Context: an optimization exercise on an open-source flow, tuned for small area, a short achievable clock period and few clock cycles per item. The choices shown serve that exercise and are no tape-out recipe.
No run shown here included a check of the RTL's function; only the layout flow was run.
Power figures rest on the tool's default switching activity, not on a simulated workload.

--- design/flow/config.mk ---
export PLATFORM = sky130hd
export DESIGN_NAME = systolic_array_controller
export DESIGN_NICKNAME = systolic_array_controller
export VERILOG_FILES = /design/flow/design.v
export SDC_FILE = /design/flow/constraint.sdc
export NUM_CORES = 4
export LEC_CHECK = 0
export CAP_MARGIN = 20
export CORE_MARGIN = 2
export CORE_UTILIZATION = 40
export SLEW_MARGIN = 20
export SYNTH_HIERARCHICAL = 1
export SYNTH_MINIMUM_KEEP_SIZE = 0
--- design/flow/constraint.sdc ---
create_clock -name core_clock -period 5.0 [get_ports {clk}]
set_input_delay 1.0000 -clock core_clock [delete_from_list [all_inputs] [get_ports {clk}]]
set_output_delay 1.0000 -clock core_clock [all_outputs]
set_load 0.01 [all_outputs]
--- design/flow/design.v ---
`timescale 1ns / 1ps
module fa3 (input a, b, c, output s, co);
assign s  = a ^ b ^ c;
assign co = (a & b) | (a & c) | (b & c);
endmodule
module ha2 (input a, b, output s, co);
assign s  = a ^ b;
assign co = a & b;
endmodule
`timescale 1ns / 1ps
`timescale 1ns / 1ps
`timescale 1ns / 1ps
module systolic_array_controller (
	input clk,
	input rst_n,
	input [3:0] a11, a12, a21, a22,
	input [3:0] b11, b12, b21, b22,
	input in_valid,
	output logic [8:0] c11, c12, c21, c22,
	output logic out_valid
);
logic v_q;
always_ff @(posedge clk or negedge rst_n) begin
	if (~rst_n) {out_valid, v_q} <= 2'b00;
	else        {out_valid, v_q} <= {v_q, in_valid};
end
wire [17:0] c11_m; logic [17:0] c11_q;
assign c11_m[0] = (a11[0] & b11[0]);
assign c11_m[1] = (a12[0] & b21[0]);
assign c11_m[2] = (a12[1] & b21[0]);
wire c11_k0, c11_s1, c11_k1, c11_s2, c11_k2, c11_s4, c11_k4, c11_s5, c11_k5, c11_s8, c11_k8, c11_k9, c11_k11;
fa3 c11_u0 (.a((a11[0] & b11[1])), .b((a11[1] & b11[0])), .c((a12[0] & b21[1])), .s(c11_m[3]), .co(c11_k0));
fa3 c11_u1 (.a((a11[0] & b11[2])), .b((a11[1] & b11[1])), .c((a11[2] & b11[0])), .s(c11_s1), .co(c11_k1));
fa3 c11_u2 (.a((a12[0] & b21[2])), .b((a12[1] & b21[1])), .c((a12[2] & b21[0])), .s(c11_s2), .co(c11_k2));
fa3 c11_u3 (.a(c11_k0), .b(c11_s1), .c(c11_s2), .s(c11_m[4]), .co(c11_m[5]));
fa3 c11_u4 (.a((a11[0] & b11[3])), .b((a11[1] & b11[2])), .c((a11[2] & b11[1])), .s(c11_s4), .co(c11_k4));
fa3 c11_u5 (.a((a11[3] & b11[0])), .b((a12[0] & b21[3])), .c((a12[1] & b21[2])), .s(c11_s5), .co(c11_k5));
fa3 c11_u6 (.a((a12[2] & b21[1])), .b((a12[3] & b21[0])), .c(c11_k1), .s(c11_m[6]), .co(c11_m[9]));
fa3 c11_u7 (.a(c11_k2), .b(c11_s4), .c(c11_s5), .s(c11_m[7]), .co(c11_m[10]));
fa3 c11_u8 (.a((a11[1] & b11[3])), .b((a11[2] & b11[2])), .c((a11[3] & b11[1])), .s(c11_s8), .co(c11_k8));
fa3 c11_u9 (.a((a12[1] & b21[3])), .b((a12[2] & b21[2])), .c((a12[3] & b21[1])), .s(c11_m[8]), .co(c11_k9));
fa3 c11_u10 (.a(c11_k4), .b(c11_k5), .c(c11_s8), .s(c11_m[11]), .co(c11_m[13]));
fa3 c11_u11 (.a((a11[2] & b11[3])), .b((a11[3] & b11[2])), .c((a12[2] & b21[3])), .s(c11_m[12]), .co(c11_k11));
fa3 c11_u12 (.a((a12[3] & b21[2])), .b(c11_k8), .c(c11_k9), .s(c11_m[14]), .co(c11_m[15]));
fa3 c11_u13 (.a((a11[3] & b11[3])), .b((a12[3] & b21[3])), .c(c11_k11), .s(c11_m[16]), .co(c11_m[17]));
wire c11_2s0, c11_2k0, c11_2s1, c11_2k1, c11_2s2, c11_2k2, c11_2s3, c11_2k3, c11_2s4, c11_2k4, c11_2s5, c11_2k5;
fa3 c11_2u0 (.a(c11_q[5]), .b(c11_q[6]), .c(c11_q[7]), .s(c11_2s0), .co(c11_2k0));
fa3 c11_2u1 (.a(c11_q[8]), .b(c11_q[9]), .c(c11_q[10]), .s(c11_2s1), .co(c11_2k1));
fa3 c11_2u2 (.a(c11_q[11]), .b(c11_2k0), .c(c11_2s1), .s(c11_2s2), .co(c11_2k2));
fa3 c11_2u3 (.a(c11_q[12]), .b(c11_q[13]), .c(c11_q[14]), .s(c11_2s3), .co(c11_2k3));
fa3 c11_2u4 (.a(c11_2k1), .b(c11_2s3), .c(c11_2k2), .s(c11_2s4), .co(c11_2k4));
fa3 c11_2u5 (.a(c11_q[15]), .b(c11_q[16]), .c(c11_2k3), .s(c11_2s5), .co(c11_2k5));
wire [17:0] c12_m; logic [17:0] c12_q;
assign c12_m[0] = (a11[0] & b12[0]);
assign c12_m[1] = (a12[0] & b22[0]);
assign c12_m[2] = (a12[1] & b22[0]);
wire c12_k0, c12_s1, c12_k1, c12_s2, c12_k2, c12_s4, c12_k4, c12_s5, c12_k5, c12_s8, c12_k8, c12_k9, c12_k11;
fa3 c12_u0 (.a((a11[0] & b12[1])), .b((a11[1] & b12[0])), .c((a12[0] & b22[1])), .s(c12_m[3]), .co(c12_k0));
fa3 c12_u1 (.a((a11[0] & b12[2])), .b((a11[1] & b12[1])), .c((a11[2] & b12[0])), .s(c12_s1), .co(c12_k1));
fa3 c12_u2 (.a((a12[0] & b22[2])), .b((a12[1] & b22[1])), .c((a12[2] & b22[0])), .s(c12_s2), .co(c12_k2));
fa3 c12_u3 (.a(c12_k0), .b(c12_s1), .c(c12_s2), .s(c12_m[4]), .co(c12_m[5]));
fa3 c12_u4 (.a((a11[0] & b12[3])), .b((a11[1] & b12[2])), .c((a11[2] & b12[1])), .s(c12_s4), .co(c12_k4));
fa3 c12_u5 (.a((a11[3] & b12[0])), .b((a12[0] & b22[3])), .c((a12[1] & b22[2])), .s(c12_s5), .co(c12_k5));
fa3 c12_u6 (.a((a12[2] & b22[1])), .b((a12[3] & b22[0])), .c(c12_k1), .s(c12_m[6]), .co(c12_m[9]));
fa3 c12_u7 (.a(c12_k2), .b(c12_s4), .c(c12_s5), .s(c12_m[7]), .co(c12_m[10]));
fa3 c12_u8 (.a((a11[1] & b12[3])), .b((a11[2] & b12[2])), .c((a11[3] & b12[1])), .s(c12_s8), .co(c12_k8));
fa3 c12_u9 (.a((a12[1] & b22[3])), .b((a12[2] & b22[2])), .c((a12[3] & b22[1])), .s(c12_m[8]), .co(c12_k9));
fa3 c12_u10 (.a(c12_k4), .b(c12_k5), .c(c12_s8), .s(c12_m[11]), .co(c12_m[13]));
fa3 c12_u11 (.a((a11[2] & b12[3])), .b((a11[3] & b12[2])), .c((a12[2] & b22[3])), .s(c12_m[12]), .co(c12_k11));
fa3 c12_u12 (.a((a12[3] & b22[2])), .b(c12_k8), .c(c12_k9), .s(c12_m[14]), .co(c12_m[15]));
fa3 c12_u13 (.a((a11[3] & b12[3])), .b((a12[3] & b22[3])), .c(c12_k11), .s(c12_m[16]), .co(c12_m[17]));
wire c12_2s0, c12_2k0, c12_2s1, c12_2k1, c12_2s2, c12_2k2, c12_2s3, c12_2k3, c12_2s4, c12_2k4, c12_2s5, c12_2k5;
fa3 c12_2u0 (.a(c12_q[5]), .b(c12_q[6]), .c(c12_q[7]), .s(c12_2s0), .co(c12_2k0));
fa3 c12_2u1 (.a(c12_q[8]), .b(c12_q[9]), .c(c12_q[10]), .s(c12_2s1), .co(c12_2k1));
fa3 c12_2u2 (.a(c12_q[11]), .b(c12_2k0), .c(c12_2s1), .s(c12_2s2), .co(c12_2k2));
fa3 c12_2u3 (.a(c12_q[12]), .b(c12_q[13]), .c(c12_q[14]), .s(c12_2s3), .co(c12_2k3));
fa3 c12_2u4 (.a(c12_2k1), .b(c12_2s3), .c(c12_2k2), .s(c12_2s4), .co(c12_2k4));
fa3 c12_2u5 (.a(c12_q[15]), .b(c12_q[16]), .c(c12_2k3), .s(c12_2s5), .co(c12_2k5));
wire [17:0] c21_m; logic [17:0] c21_q;
assign c21_m[0] = (a21[0] & b11[0]);
assign c21_m[1] = (a22[0] & b21[0]);
assign c21_m[2] = (a22[1] & b21[0]);
wire c21_k0, c21_s1, c21_k1, c21_s2, c21_k2, c21_s4, c21_k4, c21_s5, c21_k5, c21_s8, c21_k8, c21_k9, c21_k11;
fa3 c21_u0 (.a((a21[0] & b11[1])), .b((a21[1] & b11[0])), .c((a22[0] & b21[1])), .s(c21_m[3]), .co(c21_k0));
fa3 c21_u1 (.a((a21[0] & b11[2])), .b((a21[1] & b11[1])), .c((a21[2] & b11[0])), .s(c21_s1), .co(c21_k1));
fa3 c21_u2 (.a((a22[0] & b21[2])), .b((a22[1] & b21[1])), .c((a22[2] & b21[0])), .s(c21_s2), .co(c21_k2));
fa3 c21_u3 (.a(c21_k0), .b(c21_s1), .c(c21_s2), .s(c21_m[4]), .co(c21_m[5]));
fa3 c21_u4 (.a((a21[0] & b11[3])), .b((a21[1] & b11[2])), .c((a21[2] & b11[1])), .s(c21_s4), .co(c21_k4));
fa3 c21_u5 (.a((a21[3] & b11[0])), .b((a22[0] & b21[3])), .c((a22[1] & b21[2])), .s(c21_s5), .co(c21_k5));
fa3 c21_u6 (.a((a22[2] & b21[1])), .b((a22[3] & b21[0])), .c(c21_k1), .s(c21_m[6]), .co(c21_m[9]));
fa3 c21_u7 (.a(c21_k2), .b(c21_s4), .c(c21_s5), .s(c21_m[7]), .co(c21_m[10]));
fa3 c21_u8 (.a((a21[1] & b11[3])), .b((a21[2] & b11[2])), .c((a21[3] & b11[1])), .s(c21_s8), .co(c21_k8));
fa3 c21_u9 (.a((a22[1] & b21[3])), .b((a22[2] & b21[2])), .c((a22[3] & b21[1])), .s(c21_m[8]), .co(c21_k9));
fa3 c21_u10 (.a(c21_k4), .b(c21_k5), .c(c21_s8), .s(c21_m[11]), .co(c21_m[13]));
fa3 c21_u11 (.a((a21[2] & b11[3])), .b((a21[3] & b11[2])), .c((a22[2] & b21[3])), .s(c21_m[12]), .co(c21_k11));
fa3 c21_u12 (.a((a22[3] & b21[2])), .b(c21_k8), .c(c21_k9), .s(c21_m[14]), .co(c21_m[15]));
fa3 c21_u13 (.a((a21[3] & b11[3])), .b((a22[3] & b21[3])), .c(c21_k11), .s(c21_m[16]), .co(c21_m[17]));
wire c21_2s0, c21_2k0, c21_2s1, c21_2k1, c21_2s2, c21_2k2, c21_2s3, c21_2k3, c21_2s4, c21_2k4, c21_2s5, c21_2k5;
fa3 c21_2u0 (.a(c21_q[5]), .b(c21_q[6]), .c(c21_q[7]), .s(c21_2s0), .co(c21_2k0));
fa3 c21_2u1 (.a(c21_q[8]), .b(c21_q[9]), .c(c21_q[10]), .s(c21_2s1), .co(c21_2k1));
fa3 c21_2u2 (.a(c21_q[11]), .b(c21_2k0), .c(c21_2s1), .s(c21_2s2), .co(c21_2k2));
fa3 c21_2u3 (.a(c21_q[12]), .b(c21_q[13]), .c(c21_q[14]), .s(c21_2s3), .co(c21_2k3));
fa3 c21_2u4 (.a(c21_2k1), .b(c21_2s3), .c(c21_2k2), .s(c21_2s4), .co(c21_2k4));
fa3 c21_2u5 (.a(c21_q[15]), .b(c21_q[16]), .c(c21_2k3), .s(c21_2s5), .co(c21_2k5));
wire [17:0] c22_m; logic [17:0] c22_q;
assign c22_m[0] = (a21[0] & b12[0]);
assign c22_m[1] = (a22[0] & b22[0]);
assign c22_m[2] = (a22[1] & b22[0]);
wire c22_k0, c22_s1, c22_k1, c22_s2, c22_k2, c22_s4, c22_k4, c22_s5, c22_k5, c22_s8, c22_k8, c22_k9, c22_k11;
fa3 c22_u0 (.a((a21[0] & b12[1])), .b((a21[1] & b12[0])), .c((a22[0] & b22[1])), .s(c22_m[3]), .co(c22_k0));
fa3 c22_u1 (.a((a21[0] & b12[2])), .b((a21[1] & b12[1])), .c((a21[2] & b12[0])), .s(c22_s1), .co(c22_k1));
fa3 c22_u2 (.a((a22[0] & b22[2])), .b((a22[1] & b22[1])), .c((a22[2] & b22[0])), .s(c22_s2), .co(c22_k2));
fa3 c22_u3 (.a(c22_k0), .b(c22_s1), .c(c22_s2), .s(c22_m[4]), .co(c22_m[5]));
fa3 c22_u4 (.a((a21[0] & b12[3])), .b((a21[1] & b12[2])), .c((a21[2] & b12[1])), .s(c22_s4), .co(c22_k4));
fa3 c22_u5 (.a((a21[3] & b12[0])), .b((a22[0] & b22[3])), .c((a22[1] & b22[2])), .s(c22_s5), .co(c22_k5));
fa3 c22_u6 (.a((a22[2] & b22[1])), .b((a22[3] & b22[0])), .c(c22_k1), .s(c22_m[6]), .co(c22_m[9]));
fa3 c22_u7 (.a(c22_k2), .b(c22_s4), .c(c22_s5), .s(c22_m[7]), .co(c22_m[10]));
fa3 c22_u8 (.a((a21[1] & b12[3])), .b((a21[2] & b12[2])), .c((a21[3] & b12[1])), .s(c22_s8), .co(c22_k8));
fa3 c22_u9 (.a((a22[1] & b22[3])), .b((a22[2] & b22[2])), .c((a22[3] & b22[1])), .s(c22_m[8]), .co(c22_k9));
fa3 c22_u10 (.a(c22_k4), .b(c22_k5), .c(c22_s8), .s(c22_m[11]), .co(c22_m[13]));
fa3 c22_u11 (.a((a21[2] & b12[3])), .b((a21[3] & b12[2])), .c((a22[2] & b22[3])), .s(c22_m[12]), .co(c22_k11));
fa3 c22_u12 (.a((a22[3] & b22[2])), .b(c22_k8), .c(c22_k9), .s(c22_m[14]), .co(c22_m[15]));
fa3 c22_u13 (.a((a21[3] & b12[3])), .b((a22[3] & b22[3])), .c(c22_k11), .s(c22_m[16]), .co(c22_m[17]));
wire c22_2s0, c22_2k0, c22_2s1, c22_2k1, c22_2s2, c22_2k2, c22_2s3, c22_2k3, c22_2s4, c22_2k4, c22_2s5, c22_2k5;
fa3 c22_2u0 (.a(c22_q[5]), .b(c22_q[6]), .c(c22_q[7]), .s(c22_2s0), .co(c22_2k0));
fa3 c22_2u1 (.a(c22_q[8]), .b(c22_q[9]), .c(c22_q[10]), .s(c22_2s1), .co(c22_2k1));
fa3 c22_2u2 (.a(c22_q[11]), .b(c22_2k0), .c(c22_2s1), .s(c22_2s2), .co(c22_2k2));
fa3 c22_2u3 (.a(c22_q[12]), .b(c22_q[13]), .c(c22_q[14]), .s(c22_2s3), .co(c22_2k3));
fa3 c22_2u4 (.a(c22_2k1), .b(c22_2s3), .c(c22_2k2), .s(c22_2s4), .co(c22_2k4));
fa3 c22_2u5 (.a(c22_q[15]), .b(c22_q[16]), .c(c22_2k3), .s(c22_2s5), .co(c22_2k5));
always_ff @(posedge clk) begin
	c11_q <= c11_m;
	c11 <= {1'b0, c11_q[17], c11_2s5, c11_2s4, c11_2s2, c11_2s0, c11_q[4], c11_q[2], c11_q[0]} + {1'b0, c11_2k5, c11_2k4, 1'b0, 1'b0, 1'b0, 1'b0, c11_q[3], c11_q[1]};
	c12_q <= c12_m;
	c12 <= {1'b0, c12_q[17], c12_2s5, c12_2s4, c12_2s2, c12_2s0, c12_q[4], c12_q[2], c12_q[0]} + {1'b0, c12_2k5, c12_2k4, 1'b0, 1'b0, 1'b0, 1'b0, c12_q[3], c12_q[1]};
	c21_q <= c21_m;
	c21 <= {1'b0, c21_q[17], c21_2s5, c21_2s4, c21_2s2, c21_2s0, c21_q[4], c21_q[2], c21_q[0]} + {1'b0, c21_2k5, c21_2k4, 1'b0, 1'b0, 1'b0, 1'b0, c21_q[3], c21_q[1]};
	c22_q <= c22_m;
	c22 <= {1'b0, c22_q[17], c22_2s5, c22_2s4, c22_2s2, c22_2s0, c22_q[4], c22_q[2], c22_q[0]} + {1'b0, c22_2k5, c22_2k4, 1'b0, 1'b0, 1'b0, 1'b0, c22_q[3], c22_q[1]};
end
endmodule
--- design/flow/run.sh ---
#!/bin/bash
# synth_recipe.tcl (not shown) runs the flow's synth.tcl, then flattens the netlist and writes it again
# the make line also repeats each setting of config.mk as NAME=value (left out here)
make -C /OpenROAD-flow-scripts/flow DESIGN_CONFIG=/design/flow/config.mk WORK_HOME=/design/flow/orfs CLKGATE_MAP_FILE= SYNTH_SCRIPT=/design/flow/synth_recipe.tcl finish
==> results of run 1 <==
==> Yosys stat by module, one instance, submodules excluded <==
module / cells inside / times used / cell area, sq um / flip-flops and latches
fa3: 1 / 80 / 20.02 / 0
systolic_array_controller: 339 / 1 / 3877 / 110
==> worst paths after layout <==
path                          start  cells after the start        end
max in group asynchronous     rst_n                      1        v_q
hold / removal                  v_q                      0  out_valid
setup reg to reg           c22_q[8]                      7     c22[7]
hold reg to reg                 v_q                      0  out_valid
min in group asynchronous     rst_n                      1  out_valid
setup / recovery             b11[0]                      4   c21_q[7]
==> through the flow <==
stage          power, W  setup WS [ns]  util [%]  hold WS, ns  area, sq um
2_1_floorplan  0.001827          2.575         -       0.3312         5479
3_3_place_gp   0.002229          1.982     48.21       0.3431         6410
3_5_place_dp   0.002247          1.992     48.21       0.3464         6410
4_1_cts        0.003031          2.370     50.65       0.3609         6734
5_1_grt        0.003185          2.325     50.65       0.3627         6734
6_report       0.002979          2.357     50.65       0.3522         6734
==> cells in the mapped netlist <==
| library cell | n |
|---|---|
| o21bai_1 | 1 |
| nand2_1 | 11 |
| a31oi_1 | 1 |
| nand4_1 | 5 |
| ha_1 | 16 |
| and3_4 | 3 |
| and2b_1 | 1 |
| fa_1 | 84 |
| a41oi_2 | 3 |
| dfxtp_1 | 108 |
| dfrtp_1 | 2 |
| xnor2_1 | 24 |
| a21o_1 | 7 |
| a21oi_1 | 1 |
| and4_1 | 1 |
| nor2b_4 | 3 |
| and2_1 | 128 |
| inv_1 | 17 |
| a31o_1 | 3 |
==> per-layer routing <==
layer | GRT usage, % | up-vias | part of all wire, %
met4 | 6.468 | 0 | 1.9
met2 | 25.28 | 73 | 46
li1 | - | 1472 | -
met3 | 3.759 | 11 | 4.6
met5 | 0 | - | 0
met1 | 22.29 | 1631 | 47
==> sequential cells by signal (all words and copies together) (netlist names) <==
signal,flops
c12_q,18
c11_q,18
c22,9
v_q,1
c22_q,18
out_valid,1
c21,9
c11,9
c21_q,18
c12,9
==> layout by cell type, fill, tap and decap left out, drive strengths merged <==
master	instances
a21o	7
a21oi	1
a31o	3
a31oi	1
a41oi	3
and2	128
and2b	1
and3	3
and4	1
bufinv	2
clkbuf	12
clkdlybuf4s50	71
clkinvlp	1
dfrtp	2
dfxtp	108
fa	84
ha	16
inv	17
nand2	11
nand4	5
nor2b	3
o21bai	1
xnor2	24
==> area by class of cell <==
cell class / instances / area (sq um) / share of cell area, %
clock buffers: 12 / 256.5 / 3.809
clock inverters: 3 / 67.56 / 1.003
inverters: 17 / 63.81 / 0.9476
multi-input cells: 292 / 3203 / 47.57
flip-flops and latches: 110 / 2212 / 32.85
well taps: 176 / 220.2 / 3.270
repair buffers: 71 / 710.7 / 10.55
==> power by group through the flow <==
| stage | logic, W | registers, W | clock network [W] |
|---|---|---|---|
| floorplan | 0.000580 | 0.00125 | 0 |
| global placement | 0.00103 | 0.00120 | 0 |
| detailed placement | 0.00104 | 0.00121 | 0 |
| CTS | 0.00105 | 0.00119 | 0.000797 |
| global route | 0.00115 | 0.00121 | 0.000833 |
| finish | 0.00103 | 0.00118 | 0.000770 |
==> kinds of logic (layout without fill, tap and decap cells) <==
logic type / after synthesis / in the layout
AOI/OAI and AO/OA: 16 / 16
xor gates and xnor gates: 24 / 24
DFF: 110 / 110
and+or+nand+nor: 152 / 152
adders and majority gates: 100 / 100
buffers and inverters: 17 / 103
==> impl_metrics.yaml, run 1 <==
grt:
  grt_pass1_vias: 3507
  grt_usage_pct: 16.34
  gr-total-overflow: 0
  antenna_found_initial: 0
  grt_pass1_wl_mm: 17.65
  grt_max_degree: 17
clock_network:
  cts.path.max_buffers: 2
  post_cts_buffers: 0
  clock_sinks: 110
  cts_resized: 0
  cts_buffers: 9
  path_clk_slew_ns: 0.07
  clock-root-buffer: "clkbuf_16"
  cts_hold_buffers: 0
  h-tree-depth: 3
  insertion_delay_ns: 0.35
  cts_tree: "built"
finish:
  final_nets: 636
  n_antenna_cell: 0
  drive_above_1_share_pct: 4.554
  fill_cells: 1176
  area_growth_pct: 22.90
  final_cells: 681
route:
  wl_mm: 10.72
  vias: 3187
  post_drt_via_cell_ratio: 4.680
  dr.pass1.iters: 4
  drt_iter0_drc: 111
  drc_errors: 0
  ant_nets: 0
  wl_per_cell_um: 15.75
floorplan:
  start_util_pct: 41.21
  core_sq_um: 13300
  die_h_um: 121.0
  dieArea_sq_um: 14650
  die_w_um: 121.0
  std_cell_rows: 42
  io_pins: 72
timing:
  finalSetupTns_ns: 0
  rsz0062_at_grt: "false"
  fmax_ghz: 0.3784
  period_needed_ns: 2.643
  slew_headroom_pct: 72.28
  slew_violations: 0
  fin_crit_sh_pct: 52.86
  clock_skew_ns: 0.006408
  tightestPinTransition_ns: 0.4145
  hold_violations: 0
  finalSetupViolations: 0
power:
  leakagePower_nw: 2.848
  pwr-share-seq_pct: 39.7
  p_int_w: 0.002126
  power_switching_w: 0.0008522
  pwr-share-comb_pct: 34.5
  p_sw_share_pct: 28.61
  clkPwrFrac_pct: 25.9
  p_per_area_nw_per_um2: 442.3
  ir_worst_vdd_mv: 0.1844
placement:
  dp_hpwl_mm: 8.411
  port_buffers: 71
  dp_cells: 666
  place_congestion: 0.8056
synth:
  synthesis.instances: 419
  synth_area_leaders: "dfxtp_1 39%, fa_1 31%, and2_1 15%, xnor2_1 3.8%, ha_1 3.7%"
  synthAdderAreaFrac_pct: 34.35
  synth_nets: 554
  synthXorXnorAreaFrac_pct: 3.836
  synth_top_family_by_area: "adder cells"
  yosysUniqueCellTypes: 19
  synth_warnings: 7
  netlist.area_leader.share_pct: 39.46
  yosysTopAreaCell: "dfxtp_1"
  avgSynthCellArea_sq_um: 13.08
  synth_compound_area_share_pct: 2.672
  synth.yosys.seq_area_share_pct: 40.37
  syn_area_sq_um: 5479
  synthMuxAreaShare_pct: 0
  synth_simple_gate_area_share_pct: 17.61
  ys_ff_latch: 110
critical_path:
  worst_path_most_repeated_cell: "fa_1"
  cp_slowest_stage_delay_ns: 0.61
  cp.required_ns: 5.23
  cp-end-kind: "flop"
  worstPathArrival_ns: 2.87
  crit_family: "adder cells"
  worst-path-buf-inv: 1
  crit_chain: "clkdlybuf4s50_1 -> and2_1 -> fa_1 -> fa_1"
  crit_slowest_cell: "clkdlybuf4s50_1"
  rrSetupSlack_ns: 2.42
  crit_fanout: 8
  critical_path_class: "primary input to flop"
  start_kind: "primary input"
worst_hold_path:
  hold_class: "flop to flop"
job:
  cap_viol_max_count: 0
status:
  status: "no timing/DRC/antenna violations"
==> inputs of run 2 (changes only) <==
==> design/flow/flow/run.sh (new file) <==
#!/bin/bash
# Own layout flow: the standard layout (standard.sh), with the port buffers
# made from sky130_fd_sc_hd__buf_1 instead of the resizer's default choice.
# make's full output (yosys, openroad, ...) goes to make_finish.log here; ORFS
# keeps each step's own log under orfs/logs/.
set -euo pipefail
export BUFFER_PORTS_ARGS="-buffer_cell sky130_fd_sc_hd__buf_1"
bash standard.sh finish > make_finish.log 2>&1
==> design/flow/standard.sh (new file) <==
#!/bin/bash
# synth_recipe.tcl (not shown) runs the flow's synth.tcl, then flattens the netlist and writes it again
# the make line also repeats each setting of config.mk as NAME=value (left out here)
make -C /OpenROAD-flow-scripts/flow DESIGN_CONFIG=/design/flow/config.mk WORK_HOME=/design/flow/orfs CLKGATE_MAP_FILE= SYNTH_SCRIPT=/design/flow/synth_recipe.tcl "${@:-finish}"
removed: design/flow/run.sh
==> impl_metrics.yaml, run 2 <==
placement:
  post-place-ws_ns: 2.373
  dp_hpwl_mm: 8.463
  port_buffers: 71
  place_congestion: 0.8392
synth:
  yosysUniqueCellTypes: 19
  avgSynthCellArea_sq_um: 13.08
  syn_area_sq_um: 5479
  synth_nets: 554
  ys_ff_latch: 110
  synth_area_leaders: "dfxtp_1 39%, fa_1 31%, and2_1 15%, xnor2_1 3.8%, ha_1 3.7%"
  synth_warnings: 7
  synth.yosys.seq_area_share_pct: 40.37
  synthesis.instances: 419
  yosysTopAreaCell: "dfxtp_1"
  netlist.area_leader.share_pct: 39.46
  yosysMostFrequentCell: "and2_1"
  async_flop_share_pct: 1.818
  synth_common_cells: "128 x and2_1, 108 x dfxtp_1, 84 x fa_1"
  synth_ff_type: "dfxtp_1"
  synth-edff-count: 0
worst_hold_path:
  hold_depth: 0
  min_from: "v_q"
  hold_path_end: "out_valid"
  hold_class: "flop to flop"
route:
  drt_iter0_drc: 127
  wl_mm: 10.40
  drc_errors: 0
  met2WireLength_mm: 4.879
  post_drt_via_cell_ratio: 4.614
  top_layer: "met4"
  vias: 3142
  dr.pass1.iters: 4
  wl_per_cell_um: 15.27
  met3_length_um: 541
  ant_nets: 0
  drt-met1-wl_mm: 4.822
grt:
  grt_usage_pct: 15.86
  grt_pass1_wl_mm: 17.45
  antenna_found_initial: 0
  gr-total-overflow: 0
  grt_max_degree: 17
  grt_pass1_vias: 3460
job:
  cap_viol_max_count: 0
finish:
  fill_cells: 1222
  n_antenna_cell: 0
  area_growth_pct: 13.77
  final_common_cell: "and2_1"
  final_cell_mix: "128 x and2_1, 108 x dfxtp_1, 84 x fa_1"
  drive_above_1_share_pct: 4.356
  final_nets: 636
floorplan:
  die_h_um: 121.0
  core_sq_um: 13300
  start_util_pct: 41.21
  io_pins: 72
  die_w_um: 121.0
  dieArea_sq_um: 14650
  std_cell_rows: 42
critical_path:
  rrSetupSlack_ns: 2.45
  worstPathArrival_ns: 2.83
  critical_path_class: "flop to flop"
  rr_worst_depth: 7
  rr_startpoint: "c22_q[8]"
  r2r_end: "c22[7]"
  start_kind: "flop"
  cp.required_ns: 5.28
  crit_fanout: 2
  cp-end-kind: "flop"
timing:
  fmax_ghz: 0.3925
  period_needed_ns: 2.548
  tightestPinTransition_ns: 0.4748
  slew_headroom_pct: 68.35
  finalSetupViolations: 0
  finalSetupTns_ns: 0
  fin_crit_sh_pct: 50.96
  hold_violations: 0
  slew_violations: 0
  finalWorstSetupSlack_ns: 2.452
  clock_skew_ns: 0.004998
  rsz0062_at_grt: "false"
power:
  leakagePower_nw: 2.631
  ir_worst_vdd_mv: 0.2469
  p_per_area_nw_per_um2: 434.6
clock_network:
  insertion_delay_ns: 0.35
  cts_resized: 0
  cts_tree: "built"
  cts.path.max_buffers: 2
  cts_hold_buffers: 0
  post_cts_buffers: 0
  h-tree-depth: 3
  clock-root-buffer: "clkbuf_16"
  cts_buffers: 9
  clock_sinks: 110
  path_clk_slew_ns: 0.07
status:
  status: "no timing/DRC/antenna violations"
-- run 2: cell count changes in the layout (fill, tap and decap cells not counted) --
cell / before / now
clkinv_2: 0 / 1
clkdlybuf4s50_1: 71 / 0
clkinv_4: 0 / 1
clkbuf_1: 1 / 2
clkbuf_8: 2 / 1
bufinv_16: 2 / 0
buf_1: 0 / 71
-- run 2: area by class of cell --
| cell class | instances | area, sq um | area share (%) |
|---|---|---|---|
| Clock buffer | 12 | 246.5 | 3.954 |
| Clock inverter | 3 | 21.27 | 0.3412 |
| Inverter | 17 | 63.81 | 1.024 |
| Multi-Input combinational cell | 292 | 3203 | 51.38 |
| Sequential cell | 110 | 2212 | 35.49 |
| Tap cell | 176 | 220.2 | 3.533 |
| Timing Repair Buffer | 71 | 266.5 | 4.275 |
-- run 2: critical path, stage by stage, from the launching register on --
cell	delay, ns
dfxtp_1	0.32
fa_1	0.49
fa_1	0.39
fa_1	0.37
ha_1	0.33
and4_1	0.22
a31oi_1	0.23
xnor2_1	0.14
-- run 2: how the worst max path moves through the flow --
stage	startpoint	end	slack, ns	cells after the start
2_1_floorplan	c22_q[8]	c22[7]	2.58	7
3_3_place_gp	a11[2]	c12_q[11]	2.38	4
3_5_place_dp	a12[1]	c12_q[4]	2.37	4
4_1_cts	c22_q[8]	c22[7]	2.42	7
5_1_grt	c22_q[8]	c22[7]	2.29	7
6_report	c22_q[8]	c22[7]	2.45	7
-- run 2: layer usage --
metal / up-vias / GRT usage (%)
li1: 1469 / -
met1: 1575 / 21.98
met2: 85 / 24.79
met3: 13 / 3.571
met4: 0 / 5.087
met5: - / 0
-- run 2: cell families after synthesis --
logic type | share of synthesized area, %
flops | 40.37
simple gates | 17.61
xor+xnor | 3.836
fa+ha+maj | 34.35
compound gates | 2.672
buf+inv | 1.165
-- run 2: power by group --
part           internal, W  switching [W]  leakage, nW
logic             0.000419       0.000455         1.58
registers          0.00109      0.0000892        0.927
clock network     0.000349       0.000306        0.129
total              0.00186       0.000850         2.63
-- run 2: stage by stage --
stage | area (sq um) | util [%] | hold slack (ns) | total power, W | std cells
after CTS | 6233 | 46.89 | 0.3667 | 0.002757 | 681
after global routing | 6233 | 46.89 | 0.3773 | 0.002914 | 681
after detailed placement | 5966 | 44.87 | 0.3418 | 0.002099 | 666
after global placement | 5966 | 44.87 | 0.3428 | 0.002073 | 666
final | 6233 | 46.89 | 0.3614 | 0.002709 | 681
after floorplan | 5479 | - | 0.3312 | 0.001827 | 419
-- run 2: per-module statistics from Yosys (local to each module, per instance) --
module                     area, sq um  flops+latches
fa3                              20.02              0
systolic_array_controller         3877            110

## afterwards: timing with drivers on the ports
The flow's constraints put no driver on any port. The routed layouts listed below were extracted and timed again, unchanged, in two steps.
Step 1 sets driving cells, clkbuf_16 on the clock port and buf_2 on the other inputs (assumed; they add their load-dependent delay and slew).
Step 2 adds t to the input delays and takes it off the output delays; t is the mean of the earliest and latest rising clock arrival at the registers after step 1. Input paths then give back, and output paths get back, about the clock's delay inside the block.
a / b / c = ideal ports / drivers / drivers and shift; a / b = the first two.
| run | t, ns | setup WS [ns] | worst setup path at the end | worst slew at a driven data input, ns |
|---|---|---|---|---|
| run 1 | 0.388 | 2.357 / 2.375 / 1.987 | input to register | 0.04 |
| run 2 | 0.387 | 2.452 / 2.452 / 2.360 | input to register | 0.06 |
After both steps setup and hold are still met in every run listed. For run 1, which loses most, drivers alone change the setup slack by +0.018 ns; drivers and shift together by -0.370 ns.
